This is an optimization exercise on Yosys and OpenROAD, whose aim is small area, not a production implementation.
RTL that was checked went through simulation tests only; none was proved equivalent to the original.
The clock port is modelled as an ideal driver; clocking choices that lean on that would not hold on a real chip.
Power is estimated from default activity; no workload was simulated.

==> exp/amber: inputs <==
// stopwatchController
module stopwatchController(seg, an, clk, dp, start, stop, up, reset, lap, set, rst);
export LEC_CHECK = 0
export CAP_MARGIN = 20
export CORE_MARGIN = 2
export CORE_UTILIZATION = 60
export SLEW_MARGIN = 20
create_clock -name core_clock -period 10.0 [get_ports {clk}]
standard.sh (not shown) runs the stock make flow with config.mk's settings and CLKGATE_MAP_FILE= SYNTH_SCRIPT=/design/flow/synth_recipe.tcl, a recipe that flattens the netlist after the stock synthesis.
==> flow/flow/run.sh <==
#!/bin/bash
# Layout flow: the standard ORFS flow with three changes:
#  - synthesis maps the logic with an area-oriented ABC script (flow/area.abc)
#    in place of ORFS's delay-oriented one; everything else in synthesis,
#    including the registers, is the standard synthesis (synth_recipe.tcl);
#  - the port buffers are the smallest buffer cell;
#  - clock tree synthesis inserts no dummy loads and uses small buffers.
# Each tool's output goes to the ORFS logs under orfs/logs and make.log.
set -euo pipefail
here=$(pwd)
source flow/knobs.sh
# synthesis script: replace the ABC script, then the standard flow's own synthesis
{
  echo "proc abc {args} {"
  echo "  set i [lsearch -exact \$args -script]"
  echo "  if {\$i >= 0} { lset args [expr {\$i + 1}] {$here/flow/area.abc} }"
  echo "  yosys abc {*}\$args"
  echo "}"
  cat synth_recipe.tcl
} > flow_synth.tcl
bash standard.sh SYNTH_SCRIPT="$here/flow_synth.tcl" \
  BUFFER_PORTS_ARGS="$PORTBUF" \
  CTS_ARGS="$CTSARGS" \
  $EXTRA finish > make.log 2>&1
==> flow/flow/area.abc <==
strash
&get -n
&deepsyn -T 20
&dch -f
&nf -R 1000 -p -F 8 -A 8
&put
==> flow/flow/knobs.sh <==
PORTBUF="-buffer_cell sky130_fd_sc_hd__buf_1"
CTSARGS="-sink_clustering_enable -repair_clock_nets -dont_use_dummy_load -buf_list {sky130_fd_sc_hd__clkbuf_4}"
EXTRA="ADDER_MAP_FILE="
==> exp/quartz: changes against exp/amber <==
==> flow/design.v (replaced) <==
`timescale 1ns / 1ps
module sevensegdecoder(Seg, Val);
    output reg [0:6] Seg;
    input [3:0] Val;
    always @*
        case (Val)  
            4'h0: Seg = 7'b000_0001;
            4'h1: Seg = 7'b100_1111;
            4'h2: Seg = 7'b001_0010;
            4'h3: Seg = 7'b000_0110;
            4'h4: Seg = 7'b100_1100;
            4'h5: Seg = 7'b010_0100;
            4'h6: Seg = 7'b010_0000;
            4'h7: Seg = 7'b000_1111;
            4'h8: Seg = 7'b000_0000;
            4'h9: Seg = 7'b000_0100;
            default: Seg = 7'bxxx_xxxx;
        endcase
endmodule
`timescale 1ns / 1ps
module fourdigitdriver(A, B, C, D, clk, rst, rstd, seg, an, dp, flashing);
    input clk;
    input rst;
    input rstd;
    input [3:0] A, B, C, D;
    input flashing;
    output [3:0] an;
    output [0:6] seg;
    output dp;
    reg [7:0] l;
    reg [8:0] u;
    reg [3:0] Hex;
    reg blank;
    wire z7 = ~|l[6:0];
    wire refresh = z7 & ~l[7];       
    wire last = z7 & l[7];           
    wire fb = l[7] ^ l[5] ^ l[4] ^ l[3] ^ z7;
    wire [8:0] un = u + {8'd0, last};
    reg [3:0] sel;
    always @*
        case (u[1:0])
            2'd0: sel = A;
            2'd1: sel = B;
            2'd2: sel = C;
            default: sel = D;
        endcase
    always @(posedge clk)
    begin
        l <= rst ? 8'd0 : {l[6:0], fb};
        u <= rst ? 9'd0 : un;
        if (rst | rstd)
            Hex <= 4'd0;
        else if (refresh)
            Hex <= sel;
        blank <= ~rst & ((un[8] & flashing) | (~refresh & blank));
    end
    wire [1:0] dd = u[1:0] - {1'b0, refresh};
    assign an = rstd ? 4'b0000 : (blank ? 4'b1111 : ~(4'b1000 >> dd));
    assign dp = ~rstd & dd[0];
    sevensegdecoder u1(.Seg(seg), .Val(Hex));
endmodule
`timescale 1ns / 1ps
module counter(min, secmsd, seclsd, ten, clk, rst, tick, clr, en, up);
    output [3:0] min, secmsd, seclsd, ten;
    input clk, rst, tick, clr, en, up;
    reg [3:0] d0, d1, d3;    
    reg [2:0] d2;            
    assign ten = d0;
    assign seclsd = d1;
    assign secmsd = {1'b0, d2};
    assign min = d3;
    wire clear = rst | (tick & clr);
    wire e0 = tick & en;
    function automatic endd(input [3:0] x, input u);
        endd = u ? (x[3] & x[0]) : ~|x;
    endfunction
    function automatic [3:0] tgl10(input [3:0] x, input u);
        tgl10 = u ? {(x[2] & x[1] & x[0]) | (x[3] & x[0]), x[1] & x[0], x[0] & ~x[3], 1'b1}
                  : {~|x[2:0], ~x[1] & ~x[0] & (x[3] | x[2]), ~x[0] & |x[3:1], 1'b1};
    endfunction
    wire e1 = e0 & endd(d0, up);
    wire e2 = e1 & endd(d1, up);
    wire e3 = e2 & (up ? (d2[2] & d2[0]) : ~|d2);
    wire [2:0] t2 = up ? {(d2[1] & d2[0]) | (d2[2] & d2[0]), d2[0] & ~d2[2], 1'b1}
                       : {~d2[1] & ~d2[0], ~d2[0] & (d2[1] | d2[2]), 1'b1};
    always @(posedge clk)
    begin
        d0 <= clear ? 4'd0 : d0 ^ ({4{e0}} & tgl10(d0, up));
        d1 <= clear ? 4'd0 : d1 ^ ({4{e1}} & tgl10(d1, up));
        d2 <= clear ? 3'd0 : d2 ^ ({3{e2}} & t2);
        d3 <= clear ? 4'd0 : d3 ^ ({4{e3}} & tgl10(d3, up));
    end
endmodule
`timescale 1ns / 1ps
module stopwatchController(seg, an, clk, dp, start, stop, up, reset, lap, set, rst);
    output [0:6] seg;
    output [3:0] an;
    output [0:0] dp;
    input clk;
    input start;
    input stop;
    input up;
    input reset;
    input lap;
    input set;
    input rst;
    reg running, flashing, started, countDirection, resetState, lapState, setState;
    reg rstd;            
    reg tickRise;
    reg [10:0] q;        
    reg [2:0] r;         
    wire [3:0] A, B, C, D;
    reg [3:0] lapA, lapC, lapD;
    reg [2:0] lapB;
    wire zero = ~|{A, B, C, D};
    wire run0   = stop ? 1'b0 : (start ? 1'b1 : running);
    wire flash0 = (start | stop) ? 1'b0 : flashing;
    wire lap0   = start ? 1'b0 : lapState;
    wire n_countDirection = run0 ? countDirection : up;
    wire n_resetState = run0 ? resetState : reset;
    wire started0 = reset ? 1'b0 : started;
    wire stopz = zero & started0 & ~setState;
    wire n_running = stopz ? 1'b0 : run0;
    wire n_flashing = ~zero ? 1'b0 : (stopz ? 1'b1 : flash0);
    wire n_started = ~zero | (started0 & setState);
    wire n_lapState = lap | (lap0 & ~n_resetState);
    wire n_setState = n_running ? setState : set;
    wire r4 = r[2] & ~r[0];
    wire qen = n_setState | r4;
    wire [10:0] qinc = q + {10'd0, qen};
    wire wrap = qen & (&q[9:0]);
    wire [2:0] rinc = {r[1] & r[0], r[0], ~r[2]};
    always @(posedge clk)
    begin
        if (rst)
        begin
            running <= 1'b0;
            flashing <= 1'b0;
            started <= 1'b0;
            countDirection <= 1'b1;
            resetState <= 1'b0;
            lapState <= 1'b0;
            setState <= 1'b0;
            tickRise <= 1'b0;
            q <= 11'd24;
            r <= 3'b000;
        end
        else
        begin
            running <= n_running;
            flashing <= n_flashing;
            started <= n_started;
            countDirection <= n_countDirection;
            resetState <= n_resetState;
            lapState <= n_lapState;
            setState <= n_setState;
            tickRise <= wrap & ~q[10];
            q <= wrap ? {qinc[10], 10'd24} : qinc;
            r <= wrap ? 3'b000 : (n_setState ? r : rinc);
        end
        rstd <= rst;
    end
    always @(posedge clk)
        if (rstd | ~n_lapState)
        begin
            lapA <= A;
            lapB <= B;
            lapC <= C;
            lapD <= D;
        end
    counter counter1(A, B, C, D, clk, rst, tickRise, resetState, running, countDirection);
    fourdigitdriver driver1(lapA, {1'b0, lapB}, lapC, lapD, clk, rst, rstd, seg, an, dp, flashing);
endmodule
==> flow/run.sh (new file) <==
#!/bin/bash
# synth_recipe.tcl (not shown) runs the flow's synth.tcl, then flattens the netlist and writes it again
# the make line also repeats each setting of config.mk as NAME=value (left out here)
make -C /OpenROAD-flow-scripts/flow DESIGN_CONFIG=/design/flow/config.mk WORK_HOME=/design/flow/orfs CLKGATE_MAP_FILE= SYNTH_SCRIPT=/design/flow/synth_recipe.tcl finish
- CORE_UTILIZATION: 60 -> 40
removed: flow/flow/run.sh
removed: flow/flow/area.abc
removed: flow/flow/knobs.sh
removed: flow/standard.sh
==> comparison table <==
| metric | exp/quartz | exp/amber |
|---|---|---|
| Status | timing/DRC/antenna clean | timing/DRC/antenna clean |
| Unique masters post-synth | 53 | 38 |
| Initial Util | 40.66% | 61.69% |
| Share of the synthesized area in the top cell type | 36.22% | 42.85% |
| Post-Place Worst Slack | 5.541 ns | 5.350 ns |
| IR Drop Worst-Case VDD | 0.06563 mV | 0.08868 mV |
| Stage delay of the slowest cell on the critical path | 0.62 ns | 0.65 ns |
| Clock distribution power | 251 uW | 135 uW |
| Post-synthesis share of cell area spent on and, or, nand and nor gates | 22.97% | 21.94% |
| Worst R2R End | q[4] | r[2] |
| Number of instances in the synthesized netlist | 384 | 324 |
| Data arrival time at the worst-slack endpoint | 2.81 ns | 2.96 ns |
| Fraction of area in registers | 42.91% | 53.25% |
| Avg WL per Cell | 13.39 um | 12.62 um |
| Routed via count divided by cell count | 5.239 | 5.456 |
The RTL of exp/amber was laid out without a check of its function.

========
==> inputs of maple <==
Another version of the RTL of stopwatchController (not shown whole).
==> module sevensegdecoder, before the edit <==
module sevensegdecoder(Seg, Val);
    output [0:6] Seg;
    input [3:0] Val;
    function automatic any(input [15:0] codes, input [3:0] v);
        any = codes[v];
    endfunction
    assign Seg[0] = any(16'b1010000010010001, Val);
    assign Seg[1] = any(16'b0000001100000011, Val);
    assign Seg[2] = any(16'b0000000000100010, Val);
    assign Seg[3] = any(16'b0100010010010011, Val);
    assign Seg[4] = any(16'b1101010111010101, Val);
    assign Seg[5] = any(16'b0100010001110111, Val);
    assign Seg[6] = any(16'b0000010000011111, Val);
endmodule
==> module fourdigitdriver, before the edit <==
module fourdigitdriver(A, B, C, D, clk, rst, rstd, seg, an, dp, flashing);
    input clk;
    input rst;
    input rstd;
    input [3:0] A, B, C, D;
    input flashing;
    output [3:0] an;
    output [0:6] seg;
    output dp;
    reg [7:0] l;
    reg [8:0] u;
    reg [3:0] Hex;
    reg blank;
    wire z7 = ~|l[6:0];
    wire refresh = z7 & ~l[7];       
    wire last = z7 & l[7];           
    wire fb = l[7] ^ l[5] ^ l[4] ^ l[3] ^ z7;
    wire [9:0] uc;
    assign uc[0] = last;
    genvar i;
    generate
        for (i = 0; i < 9; i = i + 1)
        begin : ucarry
            assign uc[i + 1] = uc[i] & u[i];
        end
    endgenerate
    wire [8:0] un = u ^ uc[8:0];
    wire s0 = refresh & (u[1:0] == 2'd0);
    wire s1 = refresh & (u[1:0] == 2'd1);
    wire s2 = refresh & (u[1:0] == 2'd2);
    wire s3 = refresh & (u[1:0] == 2'd3);
    wire [3:0] hn = ({4{s0}} & A) | ({4{s1}} & B) | ({4{s2}} & C) | ({4{s3}} & D) | ({4{~refresh}} & Hex);
    always @(posedge clk)
    begin
        l <= rst ? 8'd0 : {l[6:0], fb};
        u <= rst ? 9'd0 : un;
        Hex <= (rst | rstd) ? 4'd3 : hn;
        blank <= ~rst & ((un[8] & flashing) | (~refresh & blank));
    end
    wire [1:0] dd = u[1:0] - {1'b0, refresh};
    assign an = rstd ? 4'b0000 : (blank ? 4'b1111 : ~(4'b1000 >> dd));
    assign dp = ~rstd & dd[0];
    sevensegdecoder u1(.Seg(seg), .Val(Hex));
endmodule
==> module stopwatchController, before the edit <==
module stopwatchController(seg, an, clk, dp, start, stop, up, reset, lap, set, rst);
    output [0:6] seg;
    output [3:0] an;
    output [0:0] dp;
    input clk;
    input start;
    input stop;
    input up;
    input reset;
    input lap;
    input set;
    input rst;
    reg running, flashing, started, countDirection, resetState, lapState, setState;
    reg rstd;            
    reg tickRise;
    reg [10:0] q;        
    reg [2:0] r;         
    wire [3:0] A, B, C, D;
    reg [3:0] lapA, lapC, lapD;
    reg [2:0] lapB;
    wire zero = (A == 4'd3) & (B == 4'd1) & (C == 4'd3) & (D == 4'd3);
    wire run0   = stop ? 1'b0 : (start ? 1'b1 : running);
    wire flash0 = (start | stop) ? 1'b0 : flashing;
    wire lap0   = start ? 1'b0 : lapState;
    wire n_countDirection = run0 ? countDirection : up;
    wire n_resetState = run0 ? resetState : reset;
    wire started0 = reset ? 1'b0 : started;
    wire stopz = zero & started0 & ~setState;
    wire n_running = stopz ? 1'b0 : run0;
    wire n_flashing = ~zero ? 1'b0 : (stopz ? 1'b1 : flash0);
    wire n_started = ~zero | (started0 & setState);
    wire n_lapState = lap | (lap0 & ~n_resetState);
    wire n_setState = n_running ? setState : set;
    wire r4 = r[2] & ~r[0];
    wire qen = n_setState | r4;
    wire [11:0] qc;
    assign qc[0] = qen;
    genvar i;
    generate
        for (i = 0; i < 11; i = i + 1)
        begin : qcarry
            assign qc[i + 1] = qc[i] & q[i];
        end
    endgenerate
    wire [10:0] qinc = q ^ qc[10:0];
    wire wrap = qc[10];
    wire [2:0] rinc = {r[1] & r[0], r[0], ~r[2]};
    always @(posedge clk)
    begin
        if (rst)
        begin
            running <= 1'b0;
            flashing <= 1'b0;
            started <= 1'b0;
            countDirection <= 1'b1;
            resetState <= 1'b0;
            lapState <= 1'b0;
            setState <= 1'b0;
            tickRise <= 1'b0;
            q <= 11'd24;
            r <= 3'b000;
        end
        else
        begin
            running <= n_running;
            flashing <= n_flashing;
            started <= n_started;
            countDirection <= n_countDirection;
            resetState <= n_resetState;
            lapState <= n_lapState;
            setState <= n_setState;
            tickRise <= wrap & ~q[10];
            q <= wrap ? {qinc[10], 10'd24} : qinc;
            r <= wrap ? 3'b000 : (n_setState ? r : rinc);
        end
        rstd <= rst;
    end
    always @(posedge clk)
        if (rstd | ~n_lapState)
        begin
            lapA <= A;
            lapB <= B;
            lapC <= C;
            lapD <= D;
        end
    counter counter1(A, B, C, D, clk, rst, tickRise, resetState, running, countDirection);
    fourdigitdriver driver1(lapA, {lapB[2] & lapB[1], lapB[2] ^ lapB[1], ~lapB[1], lapB[0]}, lapC, lapD, clk, rst, rstd, seg, an, dp, flashing);
endmodule
Settings: LEC_CHECK=0, CAP_MARGIN=20, CORE_MARGIN=2, CORE_UTILIZATION=75, SLEW_MARGIN=20; clock period 10.0 ns.
==> flow/flow/run.sh <==
#!/bin/bash
# Layout flow: the standard ORFS flow (standard.sh) with these changes:
#  - synthesis maps the logic with an area-oriented ABC script (flow/area.abc)
#    in place of ORFS's delay-oriented one, and leaves adders to ABC rather
#    than to half-adder cells (ADDER_MAP_FILE empty); everything else in
#    synthesis, including the registers, is the standard synthesis
#    (synth_recipe.tcl);
#  - the port buffers are the smallest buffer cell;
#  - clock tree synthesis inserts no dummy loads, and afterwards each clock
#    buffer is swapped for a smaller one where the flip-flop clock pins keep
#    a low slew (flow/clkdown.tcl).
# Each tool's output goes to the ORFS logs under orfs/logs and make.log.
set -euo pipefail
here=$(pwd)
source flow/knobs.sh
# synthesis script: replace the ABC script, then the standard flow's own synthesis
{
  echo "proc abc {args} {"
  echo "  set i [lsearch -exact \$args -script]"
  echo "  if {\$i >= 0} { lset args [expr {\$i + 1}] {$here/flow/area.abc} }"
  echo "  yosys abc {*}\$args"
  echo "}"
  cat synth_recipe.tcl
} > flow_synth.tcl
bash standard.sh SYNTH_SCRIPT="$here/flow_synth.tcl" \
  BUFFER_PORTS_ARGS="$PORTBUF" \
  CTS_ARGS="$CTSARGS" \
  POST_CTS_TCL="$here/flow/clkdown.tcl" \
  $EXTRA finish > make.log 2>&1
==> flow/flow/area.abc <==
&get -n
&st
&dch -f
&nf -R 1000 -p -F 8 -A 8
&put
==> flow/flow/clkdown.tcl <==
# After clock tree synthesis: give each clock buffer the smallest clkbuf
# cell that keeps every flip-flop clock pin's slew (placement estimate) at
# or below clkdown_limit ns; a buffer keeps its cell when none does.
set clkdown_limit 0.105
set clkdown_sizes {sky130_fd_sc_hd__clkbuf_1 sky130_fd_sc_hd__clkbuf_2 sky130_fd_sc_hd__clkbuf_4}
proc clkdown_worst {} {
  set w 0.0
  foreach p [get_pins -hierarchical */CLK] {
    set s [get_property $p slew_max]
    if {$s > $w} { set w $s }
  }
  return $w
}
estimate_parasitics -placement
puts "clkdown: worst clock pin slew before [clkdown_worst]"
set order {}
foreach inst [get_cells *] {
  set ref [get_property $inst ref_name]
  if {[string match sky130_fd_sc_hd__clkbuf_* $ref]} {
    set out [get_pins -of_objects $inst -filter "direction == output"]
    lappend order [list [llength [get_pins -of_objects [get_nets -of_objects $out]]] $inst]
  }
}
# leaves (many sinks) first, the root last
foreach item [lsort -integer -decreasing -index 0 $order] {
  set inst [lindex $item 1]
  set ref [get_property $inst ref_name]
  set done 0
  foreach size $clkdown_sizes {
    if {$size eq $ref} { break }
    replace_cell $inst $size
    estimate_parasitics -placement
    set w [clkdown_worst]
    if {$w <= $clkdown_limit} {
      puts "clkdown: [get_full_name $inst] $ref -> $size ($w)"
      set done 1
      break
    }
  }
  if {!$done} {
    replace_cell $inst $ref
    estimate_parasitics -placement
    puts "clkdown: keep [get_full_name $inst] $ref"
  }
}
puts "clkdown: worst clock pin slew after [clkdown_worst]"
==> flow/flow/knobs.sh <==
PORTBUF="-buffer_cell sky130_fd_sc_hd__buf_1"
CTSARGS="-sink_clustering_enable -repair_clock_nets -dont_use_dummy_load -buf_list {sky130_fd_sc_hd__clkbuf_8}"
EXTRA="ADDER_MAP_FILE="
==> inputs of sierra, as changes to maple <==
==> flow/design.v, changed modules only <==
module sevensegdecoder(Seg, Val);
    output reg [0:6] Seg;
    input [3:0] Val;
    always @*
        case (Val)  
            4'h3: Seg = 7'b000_0001;
            4'h4: Seg = 7'b100_1111;
            4'h5: Seg = 7'b001_0010;
            4'h6: Seg = 7'b000_0110;
            4'h7: Seg = 7'b100_1100;
            4'h8: Seg = 7'b010_0100;
            4'h9: Seg = 7'b010_0000;
            4'ha: Seg = 7'b000_1111;
            4'hb: Seg = 7'b000_0000;
            4'hc: Seg = 7'b000_0100;
            default: Seg = 7'bxxx_xxxx;
        endcase
endmodule
module fourdigitdriver(A, B, C, D, clk, rst, rstd, seg, an, dp, flashing);
    input clk;
    input rst;
    input rstd;
    input [3:0] A, B, C, D;
    input flashing;
    output [3:0] an;
    output [0:6] seg;
    output dp;
    reg [7:0] l;
    reg [8:0] u;
    reg [3:0] Hex;
    reg blank;
    wire z7 = ~|l[6:0];
    wire refresh = z7 & ~l[7];       
    wire last = z7 & l[7];           
    wire fb = l[7] ^ l[5] ^ l[4] ^ l[3] ^ z7;
    wire [8:0] un = u + {8'd0, last};
    reg [3:0] sel;
    always @*
        case (u[1:0])
            2'd0: sel = A;
            2'd1: sel = B;
            2'd2: sel = C;
            default: sel = D;
        endcase
    always @(posedge clk)
    begin
        l <= rst ? 8'd0 : {l[6:0], fb};
        u <= rst ? 9'd0 : un;
        if (rst | rstd)
            Hex <= 4'd3;
        else if (refresh)
            Hex <= sel;
        blank <= ~rst & ((un[8] & flashing) | (~refresh & blank));
    end
    wire [1:0] dd = u[1:0] - {1'b0, refresh};
    assign an = rstd ? 4'b0000 : (blank ? 4'b1111 : ~(4'b1000 >> dd));
    assign dp = ~rstd & dd[0];
    sevensegdecoder u1(.Seg(seg), .Val(Hex));
endmodule
module stopwatchController(seg, an, clk, dp, start, stop, up, reset, lap, set, rst);
    output [0:6] seg;
    output [3:0] an;
    output [0:0] dp;
    input clk;
    input start;
    input stop;
    input up;
    input reset;
    input lap;
    input set;
    input rst;
    reg running, flashing, started, countDirection, resetState, lapState, setState;
    reg rstd;            
    reg tickRise;
    reg [10:0] q;        
    reg [2:0] r;         
    wire [3:0] A, B, C, D;
    reg [3:0] lapA, lapC, lapD;
    reg [2:0] lapB;
    wire zero = (A == 4'd3) & (B == 4'd1) & (C == 4'd3) & (D == 4'd3);
    wire run0   = stop ? 1'b0 : (start ? 1'b1 : running);
    wire flash0 = (start | stop) ? 1'b0 : flashing;
    wire lap0   = start ? 1'b0 : lapState;
    wire n_countDirection = run0 ? countDirection : up;
    wire n_resetState = run0 ? resetState : reset;
    wire started0 = reset ? 1'b0 : started;
    wire stopz = zero & started0 & ~setState;
    wire n_running = stopz ? 1'b0 : run0;
    wire n_flashing = ~zero ? 1'b0 : (stopz ? 1'b1 : flash0);
    wire n_started = ~zero | (started0 & setState);
    wire n_lapState = lap | (lap0 & ~n_resetState);
    wire n_setState = n_running ? setState : set;
    wire r4 = r[2] & ~r[0];
    wire qen = n_setState | r4;
    wire [10:0] qinc = q + {10'd0, qen};
    wire wrap = qen & (&q[9:0]);
    wire [2:0] rinc = {r[1] & r[0], r[0], ~r[2]};
    always @(posedge clk)
    begin
        if (rst)
        begin
            running <= 1'b0;
            flashing <= 1'b0;
            started <= 1'b0;
            countDirection <= 1'b1;
            resetState <= 1'b0;
            lapState <= 1'b0;
            setState <= 1'b0;
            tickRise <= 1'b0;
            q <= 11'd24;
            r <= 3'b000;
        end
        else
        begin
            running <= n_running;
            flashing <= n_flashing;
            started <= n_started;
            countDirection <= n_countDirection;
            resetState <= n_resetState;
            lapState <= n_lapState;
            setState <= n_setState;
            tickRise <= wrap & ~q[10];
            q <= wrap ? {qinc[10], 10'd24} : qinc;
            r <= wrap ? 3'b000 : (n_setState ? r : rinc);
        end
        rstd <= rst;
    end
    always @(posedge clk)
        if (rstd | ~n_lapState)
        begin
            lapA <= A;
            lapB <= B;
            lapC <= C;
            lapD <= D;
        end
    counter counter1(A, B, C, D, clk, rst, tickRise, resetState, running, countDirection);
    fourdigitdriver driver1(lapA, {lapB[2] & lapB[1], lapB[2] ^ lapB[1], ~lapB[1], lapB[0]}, lapC, lapD, clk, rst, rstd, seg, an, dp, flashing);
endmodule
==> flow/flow/run.sh (replaced) <==
#!/bin/bash
# Layout flow: the standard ORFS flow with three changes:
#  - synthesis maps the logic with an area-oriented ABC script (flow/area.abc)
#    in place of ORFS's delay-oriented one; everything else in synthesis,
#    including the registers, is the standard synthesis (synth_recipe.tcl);
#  - the port buffers are the smallest buffer cell;
#  - clock tree synthesis inserts no dummy loads and uses small buffers.
# Each tool's output goes to the ORFS logs under orfs/logs and make.log.
set -euo pipefail
here=$(pwd)
source flow/knobs.sh
# synthesis script: replace the ABC script, then the standard flow's own synthesis
{
  echo "proc abc {args} {"
  echo "  set i [lsearch -exact \$args -script]"
  echo "  if {\$i >= 0} { lset args [expr {\$i + 1}] {$here/flow/area.abc} }"
  echo "  yosys abc {*}\$args"
  echo "}"
  cat synth_recipe.tcl
} > flow_synth.tcl
bash standard.sh SYNTH_SCRIPT="$here/flow_synth.tcl" \
  BUFFER_PORTS_ARGS="$PORTBUF" \
  CTS_ARGS="$CTSARGS" \
  $EXTRA finish > make.log 2>&1
==> flow/flow/area.abc (replaced) <==
strash
&get -n
&deepsyn -T 60
&put
dch -f
amap
==> flow/flow/knobs.sh (replaced) <==
PORTBUF="-buffer_cell sky130_fd_sc_hd__buf_1"
CTSARGS="-sink_clustering_enable -repair_clock_nets -dont_use_dummy_load -buf_list {sky130_fd_sc_hd__clkbuf_4 sky130_fd_sc_hd__clkbuf_8}"
EXTRA=""
- CORE_UTILIZATION: 75 -> 40
removed: flow/flow/clkdown.tcl
==> inputs of indigo, as changes to maple <==
==> flow/design.v, changed modules only <==
module fourdigitdriver(A, B, C, D, clk, rst, rstd, seg, an, dp, flashing);
    input clk;
    input rst;
    input rstd;
    input [3:0] A, B, C, D;
    input flashing;
    output [3:0] an;
    output [0:6] seg;
    output dp;
    reg [7:0] l;
    reg [8:0] u;
    reg [3:0] Hex;
    reg blank;
    wire z7 = ~|l[6:0];
    wire refresh = z7 & ~l[7];       
    wire last = z7 & l[7];           
    wire fb = l[7] ^ l[5] ^ l[4] ^ l[3] ^ z7;
    wire [9:0] uc;
    assign uc[0] = last;
    genvar i;
    generate
        for (i = 0; i < 9; i = i + 1)
        begin : ucarry
            assign uc[i + 1] = uc[i] & u[i];
        end
    endgenerate
    wire [8:0] un = u ^ uc[8:0];
    reg [3:0] sel;
    always @*
        case (u[1:0])
            2'd0: sel = A;
            2'd1: sel = B;
            2'd2: sel = C;
            default: sel = D;
        endcase
    always @(posedge clk)
    begin
        l <= rst ? 8'd0 : {l[6:0], fb};
        u <= rst ? 9'd0 : un;
        if (rst | rstd)
            Hex <= 4'd3;
        else if (refresh)
            Hex <= sel;
        blank <= ~rst & ((un[8] & flashing) | (~refresh & blank));
    end
    wire [1:0] dd = u[1:0] - {1'b0, refresh};
    assign an = rstd ? 4'b0000 : (blank ? 4'b1111 : ~(4'b1000 >> dd));
    assign dp = ~rstd & dd[0];
    sevensegdecoder u1(.Seg(seg), .Val(Hex));
endmodule
==> flow/flow/area.abc (replaced) <==
strash
&get -n
&deepsyn -T 20
&dch -f
&nf -R 1000 -p -F 8 -A 8
&put
==> flow/flow/clkdown.tcl (replaced) <==
# After clock tree synthesis: swap each clock buffer for the smaller
# clkbuf_4 where the flip-flop clock pins keep a slew (placement estimate)
# at or below clkdown_limit ns; otherwise keep the original cell.
set clkdown_limit 0.105
proc clkdown_worst {} {
  set w 0.0
  foreach p [get_pins -hierarchical */CLK] {
    set s [get_property $p slew_max]
    if {$s > $w} { set w $s }
  }
  return $w
}
estimate_parasitics -placement
puts "clkdown: worst clock pin slew before [clkdown_worst]"
set bufs {}
foreach inst [get_cells *] {
  set ref [get_property $inst ref_name]
  if {[string match sky130_fd_sc_hd__clkbuf_* $ref] && $ref ne "sky130_fd_sc_hd__clkbuf_4"} {
    lappend bufs $inst
  }
}
# leaves (many sinks) first, the root last
set order {}
foreach inst $bufs { lappend order [list [llength [get_pins -of_objects [get_nets -of_objects [get_pins -of_objects $inst -filter "direction == output"]]]] $inst] }
foreach item [lsort -integer -decreasing -index 0 $order] {
  set inst [lindex $item 1]
  set ref [get_property $inst ref_name]
  replace_cell $inst sky130_fd_sc_hd__clkbuf_4
  estimate_parasitics -placement
  set w [clkdown_worst]
  if {$w > $clkdown_limit} {
    replace_cell $inst $ref
    estimate_parasitics -placement
    puts "clkdown: keep [get_full_name $inst] $ref ($w)"
  } else {
    puts "clkdown: [get_full_name $inst] $ref -> clkbuf_4 ($w)"
  }
}
puts "clkdown: worst clock pin slew after [clkdown_worst]"
- CORE_UTILIZATION: 75 -> 60
==> results.txt <==
WS Path Type: indigo register to output pin; maple primary input to register; sierra register to output pin
Synth Area in Adders: indigo 0; maple 0; sierra 0.0377
Most common library cell in the layout ignoring fill and taps: indigo sky130_fd_sc_hd__dfxtp_1; maple sky130_fd_sc_hd__dfxtp_1; sierra sky130_fd_sc_hd__nor2_1
Proportion of netlist area held by the largest area contributor: indigo 0.397; maple 0.397; sierra 0.404
Overall die width: indigo 75.0 um; maple 67.5 um; sierra 95.1 um
Met1 Track Usage GR: indigo 0.287; maple 0.304; sierra 0.171
P_leak: indigo 1.20 nW; maple 1.18 nW; sierra 1.36 nW
Area occupied by multi-input gates: indigo 1300 um2; maple 1300 um2; sierra 1340 um2
Post-route cell area: indigo 3220 um2; maple 3190 um2; sierra 3650 um2
Total power of the final layout: indigo 0.000493 W; maple 0.000509 W; sierra 0.000567 W
Sequential cell power: indigo 0.000320 W; maple 0.000324 W; sierra 0.000349 W
Status: indigo timing/DRC/antenna clean; maple timing/DRC/antenna clean; sierra timing/DRC/antenna clean
Part of the power in the clock network: indigo 0.288; maple 0.258; sierra 0.311
Hold Crit Start: indigo q[10]; maple r[2]; sierra driver1.l[1]
End point of the worst hold path: indigo tickRise; maple r[0]; sierra driver1.l[2]
Synth Area in Simple Gates: indigo 0.231; maple 0.199; sierra 0.202
Detailed placement HPWL: indigo 3740 um; maple 3620 um; sierra 4390 um
Core Footprint: indigo 4790 um2; maple 3940 um2; sierra 8130 um2
Slew at the pin with the worst max-slew slack: indigo 0.961 ns; maple 0.964 ns; sierra 0.945 ns
Area growth from synthesis to final layout: indigo 6.50%; maple 5.50%; sierra 9.83%
No functional check of the RTL was part of sierra.

## what the ideal ports hide
The results above use ideal ports. As a check the final layouts listed here were re-extracted and re-timed, cells and wires unchanged.
Step 1: set_driving_cell puts a clkbuf_16 on clk and a buf_2 on each other input, an assumption about the parent block.
Step 2 adds t to the input delays and takes it off the output delays; t is the mean of the earliest and latest rising clock arrival at the registers after step 1. Input paths then give back, and output paths get back, about the clock's delay inside the block.
a / b / c = ideal ports / drivers / drivers and shift; a / b = the first two.
| run | t, ns | slack for setup (ns) | worst data-port slew with drivers (ns) | cell pins on the clock port's net |
|---|---|---|---|---|
| exp/amber | 0.425 | 5.043 / 5.014 / 5.322 | 0.03 | 1 |
| exp/quartz | 0.365 | 5.192 / 5.162 / 5.527 | 0.04 | 1 |
| maple | 0.492 | 5.144 / 5.146 / 4.654 | 0.04 | 1 |
| sierra | 0.355 | 5.518 / 5.487 / 5.825 | 0.03 | 1 |
| indigo | 0.424 | 5.271 / 5.244 / 5.271 | 0.04 | 1 |
After both steps setup and hold are still met in every run listed. The setup slack of maple, which loses most, moves by +0.002 ns with the drivers and by -0.490 ns with both steps.
